From an optimization exercise on the open Yosys and OpenROAD flow, aimed at small area and a short achievable clock period; shortcuts taken in it are not production practice.

==> inputs of run D <==
==> flow/design.v <==
module viterbi_add_select #(
    parameter ZA = 0,
    parameter ZB = 0
) (
    input             clk,
    input      [11:0] m0,       
    input      [11:0] m1,       
    input      [8:0]  bA,
    input      [8:0]  bB,
    input      [9:0]  eu,       
    input      [9:0]  ed,       
    input             go,       
    input             hold,     
    output reg        du,       
    output reg        dd,       
    output reg [11:0] mu,       
    output reg [11:0] md        
);
wire [11:0] i0 = {m0[11:8] + 4'd1, m0[7:0]};    
wire [11:0] i1 = {m1[11:8] + 4'd1, m1[7:0]};    
wire [11:0] u0 = ZA ? i0 : m0 + {3'd0, bA};
wire [11:0] u1 = ZB ? i1 : m1 + {3'd0, bB};
wire [11:0] d0 = ZB ? i0 : m0 + {3'd0, bB};
wire [11:0] d1 = ZA ? i1 : m1 + {3'd0, bA};
wire [11:0] n1 = ~m1;
wire [11:0] xu = {{2{eu[9]}}, eu};
wire [11:0] xd = {{2{ed[9]}}, ed};
wire [11:0] su = m0 ^ n1 ^ xu;
wire [11:0] cu = (m0 & n1) | (m0 & xu) | (n1 & xu);
wire [11:0] sd = m0 ^ n1 ^ xd;
wire [11:0] cd = (m0 & n1) | (m0 & xd) | (n1 & xd);
wire        gu = ~sign12(su, {cu[10:0], 1'b1});
wire        gd = ~sign12(sd, {cd[10:0], 1'b1});
function automatic sign12;
    input [11:0] x;
    input [11:0] y;
    reg   [10:0] g, p, g2, p2;
    integer j, k;
    begin
        g = x[10:0] & y[10:0];
        p = x[10:0] | y[10:0];
        for (k = 1; k < 11; k = k * 2) begin
            g2 = g;
            p2 = p;
            for (j = k; j < 11; j = j + 1) begin
                g2[j] = g[j] | (p[j] & g[j-k]);
                p2[j] = p[j] & p[j-k];
            end
            g = g2;
            p = p2;
        end
        sign12 = x[11] ^ y[11] ^ g[10];
    end
endfunction
wire su0 = go & ~gu;
wire su1 = go &  gu;
wire sd0 = go & ~gd;
wire sd1 = go &  gd;
always @(posedge clk) begin
    du <= gu;
    dd <= gd;
    mu <= ({12{su0}} & u0) | ({12{su1}} & u1) | ({12{hold}} & mu);
    md <= ({12{sd0}} & d0) | ({12{sd1}} & d1) | ({12{hold}} & md);
end
endmodule
module viterbi_data_forward(
    input         clk,
    input         rst,
    input  [7:0]  LLR0,
    input  [7:0]  LLR1,
    input         data_in_v,
    output [63:0] back_info,
    output        back_info_v
);
localparam [63:0] ATAB = {
    2'd3, 2'd2, 2'd3, 2'd2, 2'd0, 2'd1, 2'd0, 2'd1,
    2'd0, 2'd1, 2'd0, 2'd1, 2'd3, 2'd2, 2'd3, 2'd2,
    2'd1, 2'd0, 2'd1, 2'd0, 2'd2, 2'd3, 2'd2, 2'd3,
    2'd2, 2'd3, 2'd2, 2'd3, 2'd1, 2'd0, 2'd1, 2'd0};
wire [9:0] sa = {LLR0[7], LLR0[7], LLR0};
wire [9:0] sb = {LLR1[7], LLR1[7], LLR1};
reg  [7:0] ra, rb;
reg  [8:0] rp;
reg  [9:0] rq, rnq, rpp, rnp;    
reg        v1, v2, clr;
always @(posedge clk) begin
    ra  <= LLR0;
    rb  <= LLR1;
    rp  <= sa[8:0] + sb[8:0] + 9'd256;
    rq  <= sa - sb;
    rnq <= sb - sa;
    rpp <= sa + sb;
    rnp <= -(sa + sb);
    v1  <= data_in_v & ~rst;
    v2  <= v1 & ~rst;
    clr <= rst;
end
wire go   = v1;
wire hold = ~v1 & ~clr;
wire [8:0] bm [0:3];
assign bm[0] = 9'd256;
assign bm[1] = {~ra[7], ra[7], ra[6:0]};
assign bm[2] = {~rb[7], rb[7], rb[6:0]};
assign bm[3] = rp;
wire [9:0] ee [0:3];
assign ee[0] = rnp;
assign ee[1] = rq;
assign ee[2] = rnq;
assign ee[3] = rpp;
wire [11:0] m [0:63];
genvar i;
generate
    for (i = 0; i < 32; i = i + 1) begin : bf
        localparam integer A = ATAB[2*i +: 2];
        localparam integer B = 3 - A;
        viterbi_add_select #(.ZA(A == 0), .ZB(B == 0)) u (
            .clk  (clk),
            .m0   (m[2*i]),
            .m1   (m[2*i+1]),
            .bA   (bm[A]),
            .bB   (bm[B]),
            .eu   (ee[A]),
            .ed   (ee[B]),
            .go   (go),
            .hold (hold),
            .du   (back_info[i]),
            .dd   (back_info[i+32]),
            .mu   (m[i]),
            .md   (m[i+32])
        );
    end
endgenerate
assign back_info_v = v2;
endmodule
==> flow/run.sh <==
#!/bin/bash
# synth_recipe.tcl (not shown) runs the flow's synth.tcl, then flattens the netlist and writes it again
# the make line also repeats each setting of config.mk as NAME=value (left out here)
make -C /OpenROAD-flow-scripts/flow DESIGN_CONFIG=/design/flow/config.mk WORK_HOME=/design/flow/orfs CLKGATE_MAP_FILE= SYNTH_SCRIPT=/design/flow/synth_recipe.tcl finish
==> flow/config.mk <==
export PLATFORM = sky130hd
export DESIGN_NAME = viterbi_data_forward
export DESIGN_NICKNAME = viterbi_data_forward
export VERILOG_FILES = /design/flow/design.v
export SDC_FILE = /design/flow/constraint.sdc
export NUM_CORES = 8
export LEC_CHECK = 0
export CAP_MARGIN = 20
export CORE_MARGIN = 2
export CORE_UTILIZATION = 40
export CTS_BUF_LIST = sky130_fd_sc_hd__clkbuf_8
export CTS_CLUSTER_SIZE = 30
export SETUP_SLACK_MARGIN = 1.7
export SLEW_MARGIN = 20
==> flow/constraint.sdc <==
create_clock -name core_clock -period 5.5 [get_ports {clk}]
set_input_delay 1.1000 -clock core_clock [delete_from_list [all_inputs] [get_ports {clk}]]
set_output_delay 1.1000 -clock core_clock [all_outputs]
set_load 0.01 [all_outputs]
==> run E (differences from run D) <==
==> flow/design.v, changed modules only <==
module viterbi_add_select(
    input             clk,
    input      [11:0] m0,       
    input      [11:0] m1,       
    input      [8:0]  bA,
    input      [8:0]  bB,
    input             go,       
    input             hold,     
    output reg        du,       
    output reg        dd,       
    output reg [11:0] mu,       
    output reg [11:0] md        
);
wire [11:0] u0 = m0 + {3'd0, bA};
wire [11:0] u1 = m1 + {3'd0, bB};
wire [11:0] d0 = m0 + {3'd0, bB};
wire [11:0] d1 = m1 + {3'd0, bA};
wire [11:0] tu = u0 - u1;
wire [11:0] td = d0 - d1;
wire        cu = ~tu[11];
wire        cd = ~td[11];
wire su0 = go & ~cu;
wire su1 = go &  cu;
wire sd0 = go & ~cd;
wire sd1 = go &  cd;
always @(posedge clk) begin
    du <= cu;
    dd <= cd;
    mu <= ({12{su0}} & u0) | ({12{su1}} & u1) | ({12{hold}} & mu);
    md <= ({12{sd0}} & d0) | ({12{sd1}} & d1) | ({12{hold}} & md);
end
endmodule
module viterbi_data_forward(
    input         clk,
    input         rst,
    input  [7:0]  LLR0,
    input  [7:0]  LLR1,
    input         data_in_v,
    output [63:0] back_info,
    output        back_info_v
);
localparam [63:0] ATAB = {
    2'd3, 2'd2, 2'd3, 2'd2, 2'd0, 2'd1, 2'd0, 2'd1,
    2'd0, 2'd1, 2'd0, 2'd1, 2'd3, 2'd2, 2'd3, 2'd2,
    2'd1, 2'd0, 2'd1, 2'd0, 2'd2, 2'd3, 2'd2, 2'd3,
    2'd2, 2'd3, 2'd2, 2'd3, 2'd1, 2'd0, 2'd1, 2'd0};
wire [7:0] pa = LLR0[7] ? 8'd0 : LLR0;
wire [7:0] na = LLR0[7] ? -LLR0 : 8'd0;
wire [7:0] pb = LLR1[7] ? 8'd0 : LLR1;
wire [7:0] nb = LLR1[7] ? -LLR1 : 8'd0;
reg  [8:0] bm0, bm1, bm2, bm3;
reg        v1, v2, clr;
always @(posedge clk) begin
    bm0 <= na + nb;
    bm1 <= pa + nb;
    bm2 <= na + pb;
    bm3 <= pa + pb;
    v1  <= data_in_v & ~rst;
    v2  <= v1 & ~rst;
    clr <= rst;
end
wire go   = v1;
wire hold = ~v1 & ~clr;
wire [8:0] bm [0:3];
assign bm[0] = bm0;
assign bm[1] = bm1;
assign bm[2] = bm2;
assign bm[3] = bm3;
wire [11:0] m [0:63];
genvar i;
generate
    for (i = 0; i < 32; i = i + 1) begin : bf
        localparam integer A = ATAB[2*i +: 2];
        localparam integer B = 3 - A;
        viterbi_add_select u (
            .clk  (clk),
            .m0   (m[2*i]),
            .m1   (m[2*i+1]),
            .bA   (bm[A]),
            .bB   (bm[B]),
            .go   (go),
            .hold (hold),
            .du   (back_info[i]),
            .dd   (back_info[i+32]),
            .mu   (m[i]),
            .md   (m[i+32])
        );
    end
endgenerate
assign back_info_v = v2;
endmodule
--- a/flow/config.mk
+++ b/flow/config.mk
@@ -10,5 +10,3 @@
 export CORE_UTILIZATION = 40
-export CTS_BUF_LIST = sky130_fd_sc_hd__clkbuf_8
-export CTS_CLUSTER_SIZE = 30
-export SETUP_SLACK_MARGIN = 1.7
+export SETUP_SLACK_MARGIN = 0.6
 export SLEW_MARGIN = 20
==> run H (differences from run D) <==
==> flow/design.v, changed modules only <==
module viterbi_add_select #(
    parameter ZA = 0,
    parameter ZB = 0,
    parameter INV = 0        
) (
    input             clk,
    input      [11:0] m0,       
    input      [11:0] m1,       
    input      [8:0]  bA,
    input      [8:0]  bB,
    input      [9:0]  eu,       
    input      [9:0]  ed,       
    input             go,       
    input             hold,     
    output reg        du,       
    output reg        dd,       
    output reg [11:0] mu,       
    output reg [11:0] md        
);
wire [11:0] i0 = {m0[11:8] + 4'd1, m0[7:0]};    
wire [11:0] i1 = {m1[11:8] + 4'd1, m1[7:0]};    
wire [11:0] u0 = ZA ? i0 : m0 + {3'd0, bA};
wire [11:0] u1 = ZB ? i1 : m1 + {3'd0, bB};
wire [11:0] d0 = ZB ? i0 : m0 + {3'd0, bB};
wire [11:0] d1 = ZA ? i1 : m1 + {3'd0, bA};
wire [11:0] x0 = INV ? ~m0 : m0;
wire [11:0] x1 = INV ? m1 : ~m1;
wire [11:0] xu = {{2{eu[9]}}, eu};
wire [11:0] xd = {{2{ed[9]}}, ed};
wire [11:0] su = x0 ^ x1 ^ xu;
wire [11:0] cu = (x0 & x1) | (x0 & xu) | (x1 & xu);
wire [11:0] sd = x0 ^ x1 ^ xd;
wire [11:0] cd = (x0 & x1) | (x0 & xd) | (x1 & xd);
wire        gu = INV ^ ~sign12(su, {cu[10:0], 1'b1});
wire        gd = INV ^ ~sign12(sd, {cd[10:0], 1'b1});
function automatic sign12;
    input [11:0] x;
    input [11:0] y;
    reg   [10:0] g, p, g2, p2;
    integer j, k;
    begin
        g = x[10:0] & y[10:0];
        p = x[10:0] | y[10:0];
        for (k = 1; k < 11; k = k * 2) begin
            g2 = g;
            p2 = p;
            for (j = k; j < 11; j = j + 1) begin
                g2[j] = g[j] | (p[j] & g[j-k]);
                p2[j] = p[j] & p[j-k];
            end
            g = g2;
            p = p2;
        end
        sign12 = x[11] ^ y[11] ^ g[10];
    end
endfunction
wire su0 = go & ~gu;
wire su1 = go &  gu;
wire sd0 = go & ~gd;
wire sd1 = go &  gd;
always @(posedge clk) begin
    du <= gu;
    dd <= gd;
    mu <= ({12{su0}} & u0) | ({12{su1}} & u1) | ({12{hold}} & mu);
    md <= ({12{sd0}} & d0) | ({12{sd1}} & d1) | ({12{hold}} & md);
end
endmodule
module viterbi_data_forward(
    input         clk,
    input         rst,
    input  [7:0]  LLR0,
    input  [7:0]  LLR1,
    input         data_in_v,
    output [63:0] back_info,
    output        back_info_v
);
localparam [63:0] ATAB = {
    2'd3, 2'd2, 2'd3, 2'd2, 2'd0, 2'd1, 2'd0, 2'd1,
    2'd0, 2'd1, 2'd0, 2'd1, 2'd3, 2'd2, 2'd3, 2'd2,
    2'd1, 2'd0, 2'd1, 2'd0, 2'd2, 2'd3, 2'd2, 2'd3,
    2'd2, 2'd3, 2'd2, 2'd3, 2'd1, 2'd0, 2'd1, 2'd0};
wire [8:0] p = {LLR0[7], LLR0} + {LLR1[7], LLR1} + 9'd256;
reg  [7:0] ra, rb, na, nb;
reg  [8:0] rp, np;
reg  [9:0] rq, rnq, rpp, rnp;    
reg  [9:0] iq, inq, ipp, inp;    
reg        v1, v2, clr;
always @(posedge clk) begin
    ra  <= LLR0;
    rb  <= LLR1;
    rp  <= p;
    na  <= ~LLR0;
    nb  <= ~LLR1;
    np  <= ~p;
    rq  <= {LLR0[7], LLR0[7], LLR0} - {LLR1[7], LLR1[7], LLR1};
    rnq <= {LLR1[7], LLR1[7], LLR1} - {LLR0[7], LLR0[7], LLR0};
    rpp <= {LLR0[7], LLR0[7], LLR0} + {LLR1[7], LLR1[7], LLR1};
    rnp <= -({LLR0[7], LLR0[7], LLR0} + {LLR1[7], LLR1[7], LLR1});
    iq  <= ~({LLR0[7], LLR0[7], LLR0} - {LLR1[7], LLR1[7], LLR1});
    inq <= ~({LLR1[7], LLR1[7], LLR1} - {LLR0[7], LLR0[7], LLR0});
    ipp <= ~({LLR0[7], LLR0[7], LLR0} + {LLR1[7], LLR1[7], LLR1});
    inp <= ~(-({LLR0[7], LLR0[7], LLR0} + {LLR1[7], LLR1[7], LLR1}));
    v1  <= data_in_v & ~rst;
    v2  <= v1 & ~rst;
    clr <= rst;
end
wire go   = v1;
wire hold = ~v1 & ~clr;
wire [8:0] bm [0:7];
assign bm[0] = 9'd256;
assign bm[1] = {~ra[7], ra[7], ra[6:0]};
assign bm[2] = {~rb[7], rb[7], rb[6:0]};
assign bm[3] = rp;
assign bm[4] = 9'd256;
assign bm[5] = ~{~na[7], na[7], na[6:0]};
assign bm[6] = ~{~nb[7], nb[7], nb[6:0]};
assign bm[7] = ~np;
wire [9:0] ee [0:7];
assign ee[0] = rnp;
assign ee[1] = rq;
assign ee[2] = rnq;
assign ee[3] = rpp;
assign ee[4] = inp;     
assign ee[5] = iq;
assign ee[6] = inq;
assign ee[7] = ipp;
wire [11:0] m [0:63];
genvar i;
generate
    for (i = 0; i < 32; i = i + 1) begin : bf
        localparam integer A = ATAB[2*i +: 2];
        localparam integer B = 3 - A;
        localparam integer C = (i >= 16) ? 4 : 0;    
        viterbi_add_select #(.ZA(A == 0), .ZB(B == 0), .INV(C != 0)) u (
            .clk  (clk),
            .m0   (m[2*i]),
            .m1   (m[2*i+1]),
            .bA   (bm[C+A]),
            .bB   (bm[C+B]),
            .eu   (ee[C+A]),
            .ed   (ee[C+B]),
            .go   (go),
            .hold (hold),
            .du   (back_info[i]),
            .dd   (back_info[i+32]),
            .mu   (m[i]),
            .md   (m[i+32])
        );
    end
endgenerate
assign back_info_v = v2;
endmodule
==> comparison table <==
item                                                                             run D           run E           run H
Minimum clock period after layout                                             4.113 ns        4.904 ns        3.850 ns
Worst-case clock skew                                                       0.05657 ns      0.02750 ns      0.06518 ns
Run status                                                    timing/DRC/antenna clean  timing/DRC/antenna clean  timing/DRC/antenna clean
Post-route standard cell area excluding fillers                           0.1187 sq mm    0.1158 sq mm    0.1134 sq mm
Launch point of the worst path                                                  rnp[0]          bm3[0]  bf[13].u.md[2]
Number of resized instances in the post-cts repair step                            664              87             133
Share of layout cells above drive strength 1                                    16.35%          9.979%          9.765%
Post-route worst setup slack                                                  1.387 ns       0.5956 ns        1.650 ns
Die X                                                                    498.2 microns   505.6 microns   505.3 microns
Number of clock sinks                                                              892             870             949
# clk buffers                                                                      236             153             251
Area of the die                                                           0.2482 sq mm    0.2556 sq mm    0.2554 sq mm
CP Buf/Inv Count                                                                     4               4               2
Antenna violations before repair                                                    30              28              28
Routability-driven placement congestion ratio                                   0.9750          0.9701           1.036
Number of different library cells in the post-synthesis netlist                     81              92              80
Count of sequential standard cells                                                 892             870             949
Post-synthesis share of cell area spent on and, or, nand and nor gates          9.307%          13.26%          10.77%
Capture endpoint of the worst hold path                                 bf[16].u.md[0]  bf[21].u.mu[0]   bf[0].u.mu[0]
Number of nets in the final layout                                              13,190          14,330          13,380
Metal1 wirelength                                                             173.5 mm        160.0 mm        184.1 mm
Share of the synthesized area in the top cell type                              18.28%          22.27%          18.90%
No functional check of the RTL was part of any run of this note.

## afterwards: timing with drivers on the ports
Ports are ideal in the flow. The routed layouts listed here were re-timed in OpenROAD. Step 1 sets driving cells, clkbuf_16 on the clock port and buf_2 on the other inputs (assumed; they add their load-dependent delay and slew). Step 2 moves the port delays by t, midway between the first and last clock arrival at a register: inputs arrive t later, outputs are due t later. That takes back most of the time a late clock gives input paths. a / b / c = ideal / step 1 / step 2; a / b = the first two.
| run | shift t [ns] | setup WS [ns] | worst hold slack (ns) | clock arrival spread, ns | worst slew at a driven data input, ns |
|---|---|---|---|---|---|
| run D | 1.109 | 1.387 / 1.387 / 1.277 | 0.538 / 0.531 / 0.538 | 0.058 / 0.058 | 0.06 |
| run E | 0.879 | 0.596 / 0.596 / 0.596 | 0.495 / 0.495 / 0.495 | 0.034 / 0.033 | 0.05 |
| run H | 1.151 | 1.650 / 1.650 / 1.075 | 0.524 / 0.463 / 0.524 | 0.068 / 0.067 | 0.04 |
After both steps every run listed still meets setup and hold. The setup slack of run H, which loses most, moves by 0.000 ns with the drivers and by -0.575 ns with both steps.
